This is an optimization exercise on Yosys and OpenROAD, whose aim is small area, not a production implementation. In this exercise RTL edits were held to simulation tests only and were not proved equivalent to the original. Power and IR drop assume default switching activity.

==> flow/design.v <==
`timescale 1ns / 1ps
module top(input clk, rst, reset, start_stop, mode, edit_shift, inc, output reg buzzer, output [0:6] seg,output [3:0] digit,output [4:0] mode_value);
reg [5:0] seconds, minutes;
reg [4:0] hours;
reg [1:0] edit_place;
reg [5:0] seconds_temp, minutes_temp;
reg [4:0] hours_temp;
reg [4:0] day_temp;
reg [3:0] month_temp;
reg [5:0] al_minutes;
reg [4:0] al_hours;
reg tm_state, tm_nstate;
reg sw_state, sw_nstate;
reg alarm_state, alarm_nstate;
reg [2:0] state;
reg adv;
reg trigger;
wire chg;
wire sC = ~(state[2] | state[1] | state[0]);
wire sE = ~state[1] & state[0];
wire sT = state[1] & ~state[0];
wire sW = state[1] & state[0];
wire sA = state[2];
wire [2:0] state_nx = sA ? 3'd0 : state + 3'd1;
wire [2:0] state_pv = sC ? 3'd4 : state - 3'd1;
wire [2:0] mstate = chg ? state_pv : state;
assign mode_value = {mstate==3'd0, mstate==3'd1, mstate==3'd2, mstate==3'd3, mstate==3'd4};
reg sclk, half;
reg [5:0] c50;
wire c50_first = c50 == 6'b000001;
wire c50_last  = c50 == 6'b011010;
wire tick = sclk & ~half & c50_first;
localparam [5:0] SC0 = 6'b000001;
reg [5:0] scount;
wire eq30 = scount == 6'b110010;
wire eq31 = scount == 6'b100100;
wire eq32 = scount == 6'b001001;
wire [5:0] sc_inc = eq32 ? scount : {scount[4:0], scount[5] ^ scount[4]};
wire lt30 = ~(eq30 | eq31 | eq32);
wire gt30 = eq31 | eq32;
wire sc_zero = scount == SC0;
assign chg = trigger & sc_zero;
localparam [4:0] AC0 = 5'b00001;
reg [4:0] a_count;
wire ac_eq30 = a_count == 5'b10000;
wire [4:0] ac_inc = ac_eq30 ? 5'd0 : {a_count[3:0], a_count[4] ^ a_count[2]};
wire alarm_match = hours_temp==al_hours && minutes_temp==al_minutes && alarm_state;
seven_seg seven_seg_1(clk,reset,rst,state,start_stop,inc,tm_state,sw_state,alarm_state,~lt30,edit_place,half,seconds,minutes,hours,seg,digit);
always @(posedge clk) begin
    if(rst) begin
        c50<=6'b000001;
        half<=1'b0;
        sclk<=1'b0;
    end
    else if(c50_last) begin
        c50<=6'b000001;
        half<=~half;
        if(half)
            sclk<=~sclk;
    end
    else c50<={c50[4:0], c50[5] ^ c50[4]};
end
always @(posedge clk) begin
    if(rst) begin
        seconds_temp<=0;
        minutes_temp<=0;
        hours_temp<=0;
        buzzer<=0;
    end
    else begin
        if(sE && !edit_place[1] && eq31 && (reset || inc)) begin
            hours_temp<=hours;
            minutes_temp<=minutes;
            if (reset)
                seconds_temp<=seconds;
        end
        if(tick) begin
            seconds_temp<=seconds_temp + 1;
            if(seconds_temp==59) begin
                seconds_temp<=0;
                minutes_temp<=minutes_temp + 1;
                if(minutes_temp==59) begin
                    minutes_temp<=0;
                    hours_temp<=hours_temp + 1;
                    if(hours_temp==23)
                        hours_temp<=0;
                end
            end
        end
        if(alarm_match) begin
            if(seconds_temp==0)
                buzzer<=1;
            else if(start_stop && buzzer && ac_eq30)
                buzzer<=0;
        end
        else
            buzzer<=0;
    end
end
always @(posedge clk) begin
    if(rst)
        a_count<=AC0;
    else if(alarm_match && seconds_temp==0)
        a_count<=a_count;
    else if(alarm_match && start_stop && buzzer)
        a_count<=ac_inc;
    else
        a_count<=AC0;
end
always@(posedge clk) begin
    if(rst) begin
        day_temp<=1;
        month_temp<=1;
    end
    else begin
        if(sE && edit_place[1] && eq31 && (reset || inc)) begin
            day_temp<=hours;
            month_temp<=minutes[3:0];
        end
        if(seconds_temp==59 && minutes_temp==59 && hours_temp==23 && sclk && half && c50_last) begin
            day_temp<=day_temp + 1;
            if(month_temp==2 && day_temp==28) begin
                day_temp<=1;
                month_temp<=month_temp + 1;
            end
            else if(day_temp== (30+((month_temp & 1)^(month_temp>7)))) begin
                day_temp<=1;
                month_temp<=month_temp + 1;
                if(month_temp==12)
                    month_temp<=1;
            end
        end
    end
end
wire nb_all = ~reset & ~mode & ~edit_shift & ~inc & ~start_stop;
wire c_al   = ~mode & alarm_state & start_stop;
wire c_inc  = ~mode & ~(alarm_state & start_stop) & inc;
wire idle0  = ~mode & ~(alarm_state & start_stop) & ~inc;
wire e_rst  = reset;
wire e_es   = ~reset & ~mode & edit_shift;
wire e_inc  = ~reset & ~mode & ~edit_shift & inc;
wire idle1  = ~reset & ~mode & ~edit_shift & ~inc;
wire t_rst  = ~tm_state & reset;
wire t_inc  = ~tm_state & ~reset & ~mode & inc;
wire t_es   = ~tm_state & ~reset & ~mode & ~inc & edit_shift;
wire t_ss   = ~tm_state & ~reset & ~mode & ~inc & ~edit_shift & start_stop;
wire idle2  = tm_state ? ~start_stop : nb_all;
wire w_rst  = ~sw_state & reset;
wire w_ss   = ~sw_state & ~reset & ~mode & start_stop;
wire idle3  = sw_state ? ~start_stop : (~reset & ~mode & ~start_stop);
wire a_inc  = ~alarm_state & ~mode & ~start_stop & inc;
wire a_es   = ~alarm_state & ~mode & ~start_stop & ~inc & edit_shift;
wire idle4  = ~mode & ~start_stop & (alarm_state | (~inc & ~edit_shift));
wire idle = (sC & idle0) | (sE & idle1) | (sT & idle2) | (sW & idle3) | (sA & idle4);
wire leave = (sC & idle0) | (sE & idle1) | (sT & ~tm_state & nb_all) | (sW & ~sw_state & ~reset & ~mode & ~start_stop) | (sA & idle4);
wire mode_act = mode & (sC | sA | (~reset & (sE | (sT & ~tm_state) | (sW & ~sw_state))));
wire es_act = (sE & e_es) | (sT & t_es) | (sA & a_es);
wire cd = sT & tm_state & ~start_stop & tick & tm_nstate;
wire sw = sW & sw_state & ~start_stop & tick & sw_nstate;
wire min_zero = minutes == 6'd0;
wire sec_zero = seconds == 6'd0;
wire min_ge59 = minutes >= 6'd59;
wire sec_59 = seconds == 6'd59;
wire [4:0] dim = 5'd30 + {4'd0, month_temp[0] ^ (month_temp > 4'd7)};
always @(posedge clk) begin
    if (rst) begin
        scount<=SC0;
        state<=0;
        adv<=0;
        trigger<=0;
        edit_place<=0;
    end
    else begin
        if (idle)
            scount<=SC0;
        else if (!(sC && !mode && !lt30))
            scount<=sc_inc;
        if (leave) begin
            state<=adv ? state_nx : state;
            adv<=1'b0;
        end
        else if (mode_act && eq30)
            adv<=1'b1;
        if (sC)
            trigger<=(mode && eq30) || (trigger && !sc_zero);
        else if (sA)
            trigger<=idle4 && adv;
        else if ((sE | (sW & ~sw_state)) && mode_act && gt30)
            trigger<=1'b1;
        else if (sT && mode_act && eq30)
            trigger<=1'b1;
        else if ((sE | (sT & ~tm_state) | (sW & ~sw_state)) && idle && adv)
            trigger<=1'b1;
        else
            trigger<=1'b0;
        if (es_act && eq30)
            edit_place<=sE ? edit_place + 2'd1 : {1'b0, edit_place==2'd0};
        else if (trigger && !sC && !(es_act && gt30))
            edit_place<=0;
    end
end
always @(posedge clk) begin
    if (rst) begin
        seconds<=0;
        minutes<=0;
        hours<=0;
        tm_state<=0;
        tm_nstate<=0;
        sw_state<=0;
        sw_nstate<=0;
        alarm_state<=0;
        alarm_nstate<=0;
        al_minutes<=0;
        al_hours<=0;
    end
    else begin
        if (sC) begin
            if (idle0) seconds<=seconds_temp;
        end
        else if (sE) begin
            if (e_rst && eq30 && !edit_place[1]) seconds<=0;
        end
        else if (sT) begin
            if ((t_rst || t_inc) && gt30) ;
            else if (t_rst && eq30) seconds<=0;
            else if (t_inc && eq30 && edit_place!=2'd1) seconds<=sec_59 ? 6'd0 : seconds+6'd1;
            else if (cd) seconds<=sec_zero ? (min_zero ? 6'd0 : 6'd59) : seconds-6'd1;
            else if (trigger) seconds<=0;
        end
        else if (sW) begin
            if (w_rst && gt30) ;
            else if (w_rst && eq30) seconds<=0;
            else if (sw) seconds<=sec_59 ? (min_ge59 ? seconds : 6'd0) : seconds+6'd1;
            else if (trigger) seconds<=0;
        end
        if (sC) begin
            if (c_al && !lt30) minutes<=al_minutes;
            else if (c_inc && !lt30) minutes<={2'd0, month_temp};
            else if (idle0) minutes<=minutes_temp;
        end
        else if (sE) begin
            if (e_rst && eq30) minutes<={5'd0, edit_place[1]};
            else if (e_inc && eq30 && edit_place==2'd0) minutes<=(minutes!=6'd59) ? minutes+6'd1 : 6'd0;
            else if (e_inc && eq30 && edit_place==2'd2) minutes<=(minutes<12) ? minutes+6'd1 : 6'd1;
            else if (idle1) minutes<=edit_place[1] ? {2'd0, month_temp} : minutes_temp;
        end
        else if (sT) begin
            if ((t_rst || t_inc) && gt30) ;
            else if (t_rst && eq30) minutes<=0;
            else if (t_inc && eq30 && edit_place==2'd1) minutes<=(minutes!=6'd60) ? minutes+6'd1 : 6'd0;
            else if (cd && sec_zero) minutes<=min_zero ? minutes : minutes-6'd1;
            else if (trigger) minutes<=0;
        end
        else if (sW) begin
            if (w_rst && gt30) ;
            else if (w_rst && eq30) minutes<=0;
            else if (sw && !min_ge59 && sec_59) minutes<=minutes+6'd1;
            else if (sw && min_ge59 && sec_59) ;
            else if (trigger) minutes<=0;
        end
        else if (sA) begin
            if (a_inc && eq30 && edit_place==2'd0) minutes<=(minutes<59) ? minutes+6'd1 : 6'd0;
            else if (trigger) minutes<=al_minutes;
        end
        if (sC) begin
            if (c_al && !lt30) hours<=al_hours;
            else if (c_inc && !lt30) hours<=day_temp;
            else if (idle0) hours<=hours_temp;
        end
        else if (sE) begin
            if (e_rst && eq30) hours<={4'd0, edit_place[1]};
            else if (e_inc && eq30 && edit_place==2'd1) hours<=(hours<23) ? hours+5'd1 : 5'd0;
            else if (e_inc && eq30 && edit_place==2'd3) hours<=((minutes==2) ? (hours<28) : (hours<dim)) ? hours+5'd1 : 5'd1;
            else if (idle1) hours<=edit_place[1] ? day_temp : hours_temp;
        end
        else if (sA) begin
            if (a_inc && eq30 && edit_place==2'd1) hours<=(hours<23) ? hours+5'd1 : 5'd0;
            else if (trigger) hours<=al_hours;
        end
        if (sA && !alarm_state && idle4) begin
            al_minutes<=minutes;
            al_hours<=hours;
        end
        if (sT) begin
            if (t_ss && eq30) tm_nstate<=1'b1;
            else if (tm_state && start_stop && eq30) tm_nstate<=1'b0;
            else if (cd && min_zero && sec_zero) tm_nstate<=1'b0;
            if (idle2) tm_state<=tm_nstate;
        end
        if (sW) begin
            if (w_ss && eq30) sw_nstate<=1'b1;
            else if (sw_state && start_stop && eq30) sw_nstate<=1'b0;
            else if (sw && min_ge59 && sec_59) sw_nstate<=1'b0;
            if (idle3) sw_state<=sw_nstate;
        end
        if (sA && !mode && start_stop && eq30)
            alarm_nstate<=~alarm_state;
        if ((sC && idle0) || (sA && idle4))
            alarm_state<=alarm_nstate;
    end
end
endmodule
`timescale 1ns / 1ps
module digits(
    input sel_sec,
    input [1:0] dsel,
    input [5:0] seconds, minutes,
    input [4:0] hours,
    output [3:0] dig
    );
    wire [5:0] val = dsel[1] ? (sel_sec ? minutes : {1'b0, hours})
                             : (sel_sec ? seconds : minutes);
    assign dig = dsel[0] ? val / 10 : val % 10;
endmodule
`timescale 1ns / 1ps
module seven_seg(
    input clk_100MHz,
    input reset,
    input rst,
    input [2:0] state,
    input start_stop,
    input inc,
    input tm_state,
    input sw_state,
    input alarm_state,
    input held,
    input [1:0] edit_place,
    input half,
    input [5:0] seconds, minutes,
    input [4:0] hours,
    output reg [0:6] seg,
    output [3:0] digit
    );
    reg [1:0] digit_select;
    reg [1:0] digit_timer;
    reg [3:0] dig;
    wire sclk = half;
    wire [3:0] scan_nx = rst ? 4'd0 : {digit_select, digit_timer} + 4'd1;
    wire [3:0] dig_nx;
    digits digits_1(state[1], scan_nx[3:2], seconds, minutes, hours, dig_nx);
    always @(posedge clk_100MHz or posedge reset) begin
        if(reset) begin
            digit_select <= 0;
            digit_timer <= 0;
            dig <= 0;
        end
        else begin
            {digit_select, digit_timer} <= scan_nx;
            dig <= rst ? 4'd0 : dig_nx;
        end
    end
    assign digit = ~(4'b0001 << digit_select);
    wire left = digit_select[1];
    wire blink =
        (state==0 && alarm_state && start_stop && held) ||
        (state==0 && inc && held) ||
        (state==1 && edit_place[0]==left) ||
        (state==2 && !tm_state && edit_place=={1'b0,left}) ||
        (state==3 && !sw_state) ||
        (state==4 && !alarm_state && edit_place=={1'b0,left});
    always @* begin
        if (blink && !sclk)
            seg = 7'b111_1111;
        else
            case(dig)
                4'd0 : seg = 7'b000_0001;
                4'd1 : seg = 7'b100_1111;
                4'd2 : seg = 7'b001_0010;
                4'd3 : seg = 7'b000_0110;
                4'd4 : seg = 7'b100_1100;
                4'd5 : seg = 7'b010_0100;
                4'd6 : seg = 7'b010_0000;
                4'd7 : seg = 7'b000_1111;
                4'd8 : seg = 7'b000_0000;
                4'd9 : seg = 7'b000_0100;
                default : seg = 7'b111_1111;
            endcase
    end
endmodule
==> flow/flow/run.sh <==
#!/bin/bash
# Standard synthesis; then an area-oriented re-synthesis of the combinational
# logic only (registers keep their instances, names and cell types): a few
# rounds of ABC's &deepsyn with four random seeds each, every round starting
# from the smallest result so far; then the standard layout from floorplan to
# finish, with the smallest buffers on the ports and mid-size clock buffers.
set -euo pipefail
WORK=$(pwd)
R=$WORK/orfs/results/$FLOW_PLATFORM/top/base
RO=$WORK/reopt
mkdir -p $RO
bash standard.sh synth > $WORK/std_synth.log 2>&1
cp $R/1_2_yosys.v $WORK/std_1_2_yosys.v
LIB=$FLOW_HOME/platforms/$FLOW_PLATFORM/lib/sky130_fd_sc_hd__tt_025C_1v80.lib
CELLS=$(sed -n '/DONT_USE_CELLS += /,/^#/p' $FLOW_HOME/platforms/$FLOW_PLATFORM/config.mk | grep -o "sky130_fd_sc_hd__[a-z0-9_]*")
DU=$(for c in $CELLS; do echo -n "-dont_use $c "; done)
XL=$(for c in $CELLS; do echo -n "-X $c "; done)
MAP="dch -f
amap -m -F 4 -A 10
topo"

# yosys run of the re-synthesis with ABC script $1, netlist to $2
ys() {
  sed -e "s#@LIB@#$LIB#g" -e "s#@DU@#$DU#g" -e "s#@IN@#$WORK/std_1_2_yosys.v#g" -e "s#@OUT@#$2#g" -e "s#@ABC@#$1#g" $WORK/flow/reopt.ys > $1.ys
  yosys -s $1.ys > $1.log 2>&1
}

# the combinational logic as an AIG with yosys's names
printf "strash\n&get -n\n&put\nwrite_aiger -s $RO/r0.aig\n" > $RO/r0.abc
ys $RO/r0.abc $RO/r0.v
CUR=$RO/r0.aig
BA=""
for ROUND in 1 2 3 4 5 6; do
  for S in 1 2 3 4; do
    N=r${ROUND}_$S
    yosys-abc -c "read_lib -v $XL $LIB; read_aiger $CUR; &get -n; &deepsyn -T 90 -S $((ROUND*10+S)); &put; write_aiger -s $RO/$N.aig; $(echo "$MAP" | tr '\n' ';') print_stats" > $RO/$N.log 2>&1 &
  done
  wait
  # keep the smallest result of all rounds so far
  for S in 1 2 3 4; do
    N=r${ROUND}_$S
    A=$(grep -o "area = *[0-9.]*" $RO/$N.log | tail -1 | grep -o "[0-9.]*$" || true)
    echo "round $ROUND seed $S: $A" >> $WORK/reopt_areas.txt
    if [[ -n "$A" && -s $RO/$N.aig ]] && { [[ -z "$BA" ]] || awk "BEGIN{exit !($A < $BA)}"; }; then BA=$A; CUR=$RO/$N.aig; fi
  done
  echo "round $ROUND: best so far $CUR ($BA)" >> $WORK/reopt_areas.txt
done

# map the best AIG back into the netlist
yosys-abc -c "read_aiger $CUR; write_blif $RO/best.blif" > $RO/best_blif.log 2>&1
sed -i '1,5s/^\.model .*/.model netlist/' $RO/best.blif
printf "read_blif $RO/best.blif\nstrash\n$MAP\n" > $RO/final.abc
ys $RO/final.abc $RO/final.v || true
# and a single-round fallback straight from the standard netlist
printf "strash\n&get -n\n&deepsyn -T 90 -S 1\n&put\n$MAP\n" > $RO/single.abc
ys $RO/single.abc $RO/single.v || true

# keep the smaller netlist whose registers are exactly the standard synthesis's
NS=$(grep -cE "^ +sky130_fd_sc_hd__[a-z]*df[a-z0-9]*_[0-9]+ " $WORK/std_1_2_yosys.v || true)
BEST=""; BA=""
for C in final single; do
  A=$(grep "Chip area for module" $RO/$C.abc.log 2>/dev/null | tail -1 | awk '{print $NF}' || true)
  NF=$(grep -cE "^ +sky130_fd_sc_hd__[a-z]*df[a-z0-9]*_[0-9]+ " $RO/$C.v 2>/dev/null || true)
  if [[ ! -s $RO/$C.v ]] || grep -qE "^ *reg " $RO/$C.v || [[ "$NF" != "$NS" ]]; then A=""; fi
  echo "$C: flops $NF/$NS area '$A'" >> $WORK/reopt_areas.txt
  if [[ -n "$A" ]] && { [[ -z "$BA" ]] || awk "BEGIN{exit !($A < $BA)}"; }; then BEST=$C; BA=$A; fi
done
echo "chosen: $BEST ($BA)" >> $WORK/reopt_areas.txt
if [[ -n "$BEST" ]]; then cp $RO/$BEST.v $R/1_2_yosys.v; fi
bash standard.sh "BUFFER_PORTS_ARGS=-buffer_cell sky130_fd_sc_hd__buf_1" "CTS_ARGS=-sink_clustering_enable -repair_clock_nets -dont_use_dummy_load -buf_list {sky130_fd_sc_hd__clkbuf_4 sky130_fd_sc_hd__clkbuf_8} -sink_clustering_size 12" finish > $WORK/std_layout.log 2>&1
==> flow/flow/reopt.ys <==
read_liberty -ignore_miss_func @LIB@
read_verilog @IN@
hierarchy -top top
setattr -mod -set keep_hierarchy 1 sky130_fd_sc_hd__*df*
flatten
opt_clean
abc -liberty @LIB@ @DU@ -script @ABC@
opt_clean -purge
splitnets
hilomap -singleton -hicell sky130_fd_sc_hd__conb_1 HI -locell sky130_fd_sc_hd__conb_1 LO
insbuf -buf sky130_fd_sc_hd__buf_1 A X
select top
stat -liberty @LIB@
write_verilog -noattr -nohex -nodec -selected @OUT@
==> flow/standard.sh <==
#!/bin/bash
# synth_recipe.tcl (not shown) runs the flow's synth.tcl, then flattens the netlist and writes it again
# the make line also repeats each setting of config.mk as NAME=value (left out here)
make -C /OpenROAD-flow-scripts/flow DESIGN_CONFIG=/design/flow/config.mk WORK_HOME=/design/flow/orfs CLKGATE_MAP_FILE= SYNTH_SCRIPT=/design/flow/synth_recipe.tcl "${@:-finish}"
==> flow/config.mk <==
export PLATFORM = sky130hd
export DESIGN_NAME = top
export DESIGN_NICKNAME = top
export VERILOG_FILES = /design/flow/design.v
export SDC_FILE = /design/flow/constraint.sdc
export NUM_CORES = 4
export LEC_CHECK = 0
export ABC_AREA = 1
export CAP_MARGIN = 20
export CORE_MARGIN = 2
export CORE_UTILIZATION = 40
export GPL_TIMING_DRIVEN = 0
export SLEW_MARGIN = 20
==> flow/constraint.sdc <==
create_clock -name core_clock -period 10.0 [get_ports {clk}]
set_input_delay 2.0000 -clock core_clock [delete_from_list [all_inputs] [get_ports {clk}]]
set_output_delay 2.0000 -clock core_clock [all_outputs]
set_load 0.01 [all_outputs]
==> out/qor.yml, run 1 <==
run_status:
  outcome: "complete, no violations"
critical_path:
  path_class: "input port to primary output"
  cp_cell_sequence: "buf_1 -> clkinv_1 -> o21ai_0 -> nor2_1 -> o41ai_1 -> clkinv_1 -> o31ai_1 -> o21ai_0 -> o21ai_0 -> buf_1"
  required_ns: 8.00
  cp.depth: 10
  cp_max_fo: 10
  crit_path_end_kind: "primary output"
  slowest_delay_ns: 0.49
  worst-r2r-setup-slack_ns: 4.13
  cp_slowest_cell: "o41ai_1"
  start_kind: "input port"
  crit_arrival_ns: 4.64
  critical-path-top-delay-family: "compound AO/OA/AOI/OAI gates"
  worst-path-buf-inv: 4
  cp_common_cell: "o21ai_0"
  reg2reg_depth: 18
final_layout:
  drive_gt1_share_pct: 1.56
  fin_cells: 941
  diodes: 0
  fin_area_um2: 5680
  final_common_cell: "clkinv_1"
  syn_to_final_growth_pct: 8.40
  mostFrequentLayoutCells: "clkinv_1 (140), nor2_1 (95), dfxtp_1 (87), o21ai_0 (74), nand2_1 (61)"
  fin_nets: 778
global_route:
  antenna_found_initial: 0
  overflow: 0
  gr-usage-all-layers_pct: 23.6
  grt_pass1_vias: 5168
  met2_usage_pct: 35.2
  grt_use_met3_pct: 5.31
  grt_max_degree: 29
  grt_pass1_wl_mm: 26.5
  grtUsageMet1_pct: 32.1
  grt.busiest_layer: "met2"
clocking:
  cts_buffer_depth: 2
  clockRootBuffer: "clkbuf_8"
  clock-sinks: 95
  ctsHoldBuffers: 0
  clk_latency_ns: 0.38
  post_cts_buffers: 0
  cts_resized: 0
  cts_made_buffers: 9
  cts_tree: "done"
  clkTransAtPathRegs_ns: 0.10
  htree_levels: 3
drt:
  initialDrtViolationCount: 590
  detail-route-antenna-nets: 0
  viasPerCell: 6.14
  wirelength_mm: 16.5
  first_pass_iters: 5
  wl_per_cell_um: 17.5
  vias: 5779
  drc: 0
pwr:
  powerDensity_nw_per_um2: 119
  ir_worst_vdd_v: 0.0000732
  combPwrFrac_pct: 11.4
  intPower_w: 0.000490
  clkPwrFrac_pct: 30.2
  p_sw_share_pct: 27.8
  power_frac_seq_pct: 58.4
  switching_power_w: 0.000189
  cellLeakagePower_nw: 1.76
timing:
  setup_viol: 0
  rsz0062_at_grt: "false"
  fin_crit_ns: 6.64
  tightest_slew_ns: 1.13
  tns_ns: 0
  drv_slew: 0
  finalHoldViolations: 0
  hold_slack_ns: 0.428
  finClkSkew_ns: 0.0274
  fmax_mhz: 151
  period_share_pct: 66.4
  slew_headroom_pct: 24.2
yosys:
  syn_nets: 744
  synthCells: 737
  syn_area_per_cell_um2: 7.12
  ys_warn_count: 2
  syn-cell-area_um2: 5240
run:
  drv_cap: 0
placed_design:
  dp_hpwl_mm: 12.7
  dpl-instance-area_um2: 5550
  io_buffers: 23
  place.gp.congestion: 0.907
  dp_cells: 932
die:
  die_area_um2: 14000
  ioPinCount: 24
  die_x_um: 118
  rows: 41
  placeableCoreArea_um2: 12700
  dieHeight_um: 118
  initial_core_util_pct: 41.2
min_path:
  min_path_cells: 2
  hp-class: "flip-flop to flip-flop"
==> final timing paths <==
path | startpoint | end
min reg2reg | c50[2] | c50[3]
max in group asynchronous | reset | seven_seg_1.digit_timer[0]
max reg2reg | scount[4] | hours[4]
max | start_stop | seg[3]
min | c50[2] | c50[3]
min in group asynchronous | reset | seven_seg_1.dig[0]
==> sequential cells by signal (all words and copies together), names as in the netlist, 2 cells and up <==
name	count
seven_seg_1.dig	4
seconds	6
seven_seg_1.digit_timer	2
al_minutes	6
c50	6
scount	6
hours	5
day_temp	5
month_temp	4
minutes_temp	6
hours_temp	5
state	3
seven_seg_1.digit_select	2
minutes	6
seconds_temp	6
al_hours	5
edit_place	2
a_count	5
==> per-layer routing <==
layer / vias up / share of wire [%]
li1: 2772 / -
met1: 2671 / 44
met2: 294 / 44
met3: 42 / 9.2
met4: 0 / 3.2
met5: - / 0
==> area by class of cell <==
| type | count | area [um2] |
|---|---|---|
| sequential | 95 | 1940 |
| fill | 1346 | 7040 |
| timing repair buffer | 23 | 87.6 |
| multi-input combinational | 502 | 2790 |
| tap | 172 | 215 |
| inverter | 140 | 526 |
| clock buffer | 9 | 124 |
==> worst register-to-register path, stage by stage (launching register included) <==
cell	delay [ns]
dfxtp_1	0.40
clkinv_1	0.10
nor3_1	0.51
clkinv_1	0.37
nor3_1	0.27
o21ai_0	0.23
nor3_1	0.33
nor3_1	0.10
a31oi_1	0.34
clkinv_1	0.28
o22ai_1	0.56
nor3_1	0.08
a2111oi_0	0.82
o21ai_0	0.36
nor2_1	0.24
o21ai_0	0.22
a221o_1	0.31
nor3_1	0.14
nor3_1	0.06
==> stage by stage <==
stage	worst slack, ns	total power (W)	utilization, %
after floorplan	4.56	0.000453	-
after global placement	3.38	0.000479	43.6
after detailed placement	3.42	0.000480	43.6
after CTS	3.43	0.000683	44.6
after global routing	3.07	0.000706	44.7
final	3.36	0.000679	44.7
==> power groups by stage <==
stage                     combinational (W)  sequential [W]  clock (W)
after floorplan                   0.0000507        0.000402          0
after global placement            0.0000746        0.000404          0
after detailed placement          0.0000755        0.000405          0
after CTS                         0.0000758        0.000396   0.000211
after global routing              0.0000854        0.000397   0.000224
final                             0.0000771        0.000396   0.000205
==> run 2: changes to the inputs <==
--- a/flow/flow/run.sh
+++ b/flow/flow/run.sh
@@ -31,4 +31,3 @@
 CUR=$RO/r0.aig
-BA=""
-for ROUND in 1 2 3 4 5 6; do
+for ROUND in 1 2 3; do
   for S in 1 2 3 4; do
@@ -38,3 +37,3 @@
   wait
-  # keep the smallest result of all rounds so far
+  BA=""
   for S in 1 2 3 4; do
@@ -45,3 +44,3 @@
   done
-  echo "round $ROUND: best so far $CUR ($BA)" >> $WORK/reopt_areas.txt
+  echo "round $ROUND: best $CUR ($BA)" >> $WORK/reopt_areas.txt
 done
@@ -69,2 +68,2 @@
 if [[ -n "$BEST" ]]; then cp $RO/$BEST.v $R/1_2_yosys.v; fi
-bash standard.sh "BUFFER_PORTS_ARGS=-buffer_cell sky130_fd_sc_hd__buf_1" "CTS_ARGS=-sink_clustering_enable -repair_clock_nets -dont_use_dummy_load -buf_list {sky130_fd_sc_hd__clkbuf_4 sky130_fd_sc_hd__clkbuf_8} -sink_clustering_size 12" finish > $WORK/std_layout.log 2>&1
+bash standard.sh "BUFFER_PORTS_ARGS=-buffer_cell sky130_fd_sc_hd__buf_1" "CTS_ARGS=-sink_clustering_enable -repair_clock_nets -dont_use_dummy_load -buf_list sky130_fd_sc_hd__clkbuf_16 -root_buf sky130_fd_sc_hd__clkbuf_16 -sink_clustering_size 35 -sink_clustering_max_diameter 400 -sink_clustering_levels 1" finish > $WORK/std_layout.log 2>&1
==> run 2 against run 1 <==
Critical path depth rose by 1. Still clean on timing, DRC and antenna. Clock-buffer cell count unchanged. Wire length up 7.4%. Core utilization rose by 1.1 points. Synthesized cell count grew 0.95%. Register-to-register slack gained 0.33 ns. Non-clock buffer count increased by 1. Highest routed layer unchanged. Sequential power increased by 1%. Via count shrank 1.2%. Hold slack gained 0.021 ns. Clock power is 43% higher. Final cell count up 0.96%.
==> out/qor.yml, run 2 <==
clocking:
  cts_resized: 0
  cts_made_buffers: 9
  clk_latency_ns: 0.35
  cts_tree: "done"
  clock-sinks: 95
  post_cts_buffers: 0
  clockRootBuffer: "clkbuf_16"
  cts_buffer_depth: 2
  clkTransAtPathRegs_ns: 0.07
  ctsHoldBuffers: 0
  htree_levels: 3
global_route:
  grt_pass1_vias: 5363
  gr-usage-all-layers_pct: 25.4
  antenna_found_initial: 0
  grt_max_degree: 31
  grt_pass1_wl_mm: 28.2
  overflow: 0
die:
  ioPinCount: 24
  placeableCoreArea_um2: 12700
  rows: 41
  die_x_um: 119
  initial_core_util_pct: 41.4
  die_area_um2: 14100
  dieHeight_um: 119
yosys:
  synthCells: 744
  ys_warn_count: 2
  syn-cell-area_um2: 5270
  syn_area_per_cell_um2: 7.08
  syn_nets: 751
pwr:
  p_sw_share_pct: 26.9
  combPwrFrac_pct: 12.0
  switching_power_w: 0.000212
  cellLeakagePower_nw: 1.85
  power_frac_seq_pct: 50.7
  ir_worst_vdd_v: 0.000102
  intPower_w: 0.000577
  powerDensity_nw_per_um2: 136
  clkPwrFrac_pct: 37.3
final_layout:
  final_common_cell: "clkinv_1"
  mostFrequentLayoutCells: "clkinv_1 (136), nor2_1 (126), dfxtp_1 (87), o21ai_0 (60), o22ai_1 (54)"
  multiInputGateArea_um2: 2830
  drive_gt1_share_pct: 1.67
  syn_to_final_growth_pct: 10.4
  seq_area_um2: 1940
  fin_nets: 786
  fillers: 1347
drt:
  wirelength_mm: 17.7
  vias: 5709
  first_pass_iters: 5
  wl_per_cell_um: 18.6
  viasPerCell: 6.01
  drc: 0
  initialDrtViolationCount: 523
  detail-route-antenna-nets: 0
placed_design:
  place.gp.congestion: 0.943
  preCtsSetupSlack_ns: 3.65
  dp_hpwl_mm: 13.6
  io_buffers: 23
run_status:
  outcome: "complete, no violations"
critical_path:
  crit_path_end_kind: "primary output"
  reg2reg_depth: 16
  cp_max_fo: 9
  required_ns: 8.00
  crit_arrival_ns: 4.15
  start_kind: "input port"
  path_class: "input port to primary output"
  worst-r2r-setup-slack_ns: 4.46
run:
  drv_cap: 0
timing:
  tightest_slew_ns: 0.862
  finalHoldViolations: 0
  finClkSkew_ns: 0.0129
  rsz0062_at_grt: "false"
  finalWorstSetupSlack_ns: 3.85
  drv_slew: 0
  fin_crit_ns: 6.15
  tns_ns: 0
  setup_viol: 0
  fmax_mhz: 163
  slew_headroom_pct: 42.0
  period_share_pct: 61.5
min_path:
  min_path_cells: 2
  hp-class: "flip-flop to flip-flop"
## run 2: power groups by stage
stage | Combinational [W] | Clock (W) | Sequential (W)
global route | 0.000104 | 0.000314 | 0.000401
global placement | 0.0000907 | 0 | 0.000408
floorplan | 0.0000630 | 0 | 0.000405
detailed placement | 0.0000921 | 0 | 0.000408
CTS | 0.0000925 | 0.000300 | 0.000400
finish | 0.0000945 | 0.000294 | 0.000400
## run 2: routing by layer
layer | global-route usage [%] | vias to the layer above | part of all wire, %
met4 | 9.45 | 0 | 2.6
li1 | - | 2777 | -
met5 | 0 | - | 0
met1 | 33.5 | 2682 | 44
met2 | 40.7 | 217 | 46
met3 | 5.55 | 33 | 7.0
## run 2: path summary, 6_finish.rpt
path                                 start                    endpoint
worst max-delay path            start_stop                      seg[0]
worst min-delay path                c50[1]                      c50[2]
worst max register to register    state[1]                  minutes[5]
worst min register to register      c50[1]                      c50[2]
max in group asynchronous            reset          seven_seg_1.dig[3]
min in group asynchronous            reset  seven_seg_1.digit_timer[1]
## run 2: cell type report
type / instances / area share [%]
Multi-Input combinational cell: 513 / 48.7
Sequential cell: 95 / 33.4
Inverter: 136 / 8.77
Clock buffer: 9 / 3.87
Tap cell: 172 / 3.70
Timing Repair Buffer: 24 / 1.59
Antenna cell: 1 / 0.0430
## run 2: stage by stage
stage | utilization [%] | instances | total power [W] | hold WS [ns] | cell area, um2
finish | 45.7 | 950 | 0.000789 | 0.449 | 5820
global route | 45.7 | 949 | 0.000820 | 0.466 | 5820
CTS | 45.7 | 949 | 0.000793 | 0.450 | 5810
detailed placement | 43.9 | 940 | 0.000500 | 0.431 | 5580
global placement | 43.8 | 939 | 0.000498 | 0.427 | 5570
floorplan | - | 744 | 0.000468 | 0.412 | 5270
## run 2: critical path: stages
cell	delay (ns)
buf_1	0.27
clkinv_1	0.34
nor2_1	0.21
nor2_1	0.10
o21a_1	0.24
o21ai_0	0.24
clkinv_1	0.16
o21ai_0	0.15
o21a_1	0.17
o21a_1	0.12
buf_1	0.14

## re-timing with driven ports
Ports are ideal in the flow. The routed layouts listed here were re-timed in OpenROAD.
Step 1 assumes that a clkbuf_16 drives the clock port and a buf_2 every other input.
Step 2 times the ports against the registers' clock, not the clock port: input delays grow and output delays shrink by t, the midpoint of the rising clock arrivals with the driver on.
Three values: no drivers, after step 1, after step 2; two values: the first two.
run | t, ns | setup slack, ns | clock arrival spread, ns | worst register clock-pin slew, ns | worst slew at a driven data input, ns
run 1 | 0.404 | 3.359 / 3.336 / 3.095 | 0.036 / 0.036 | 0.10 / 0.10 | 0.04
run 2 | 0.384 | 3.846 / 3.822 / 3.558 | 0.013 / 0.014 | 0.07 / 0.07 | 0.03
After both steps setup and hold are still met in every run listed. For run 2, which loses most, drivers alone change the setup slack by -0.024 ns; drivers and shift together by -0.288 ns.
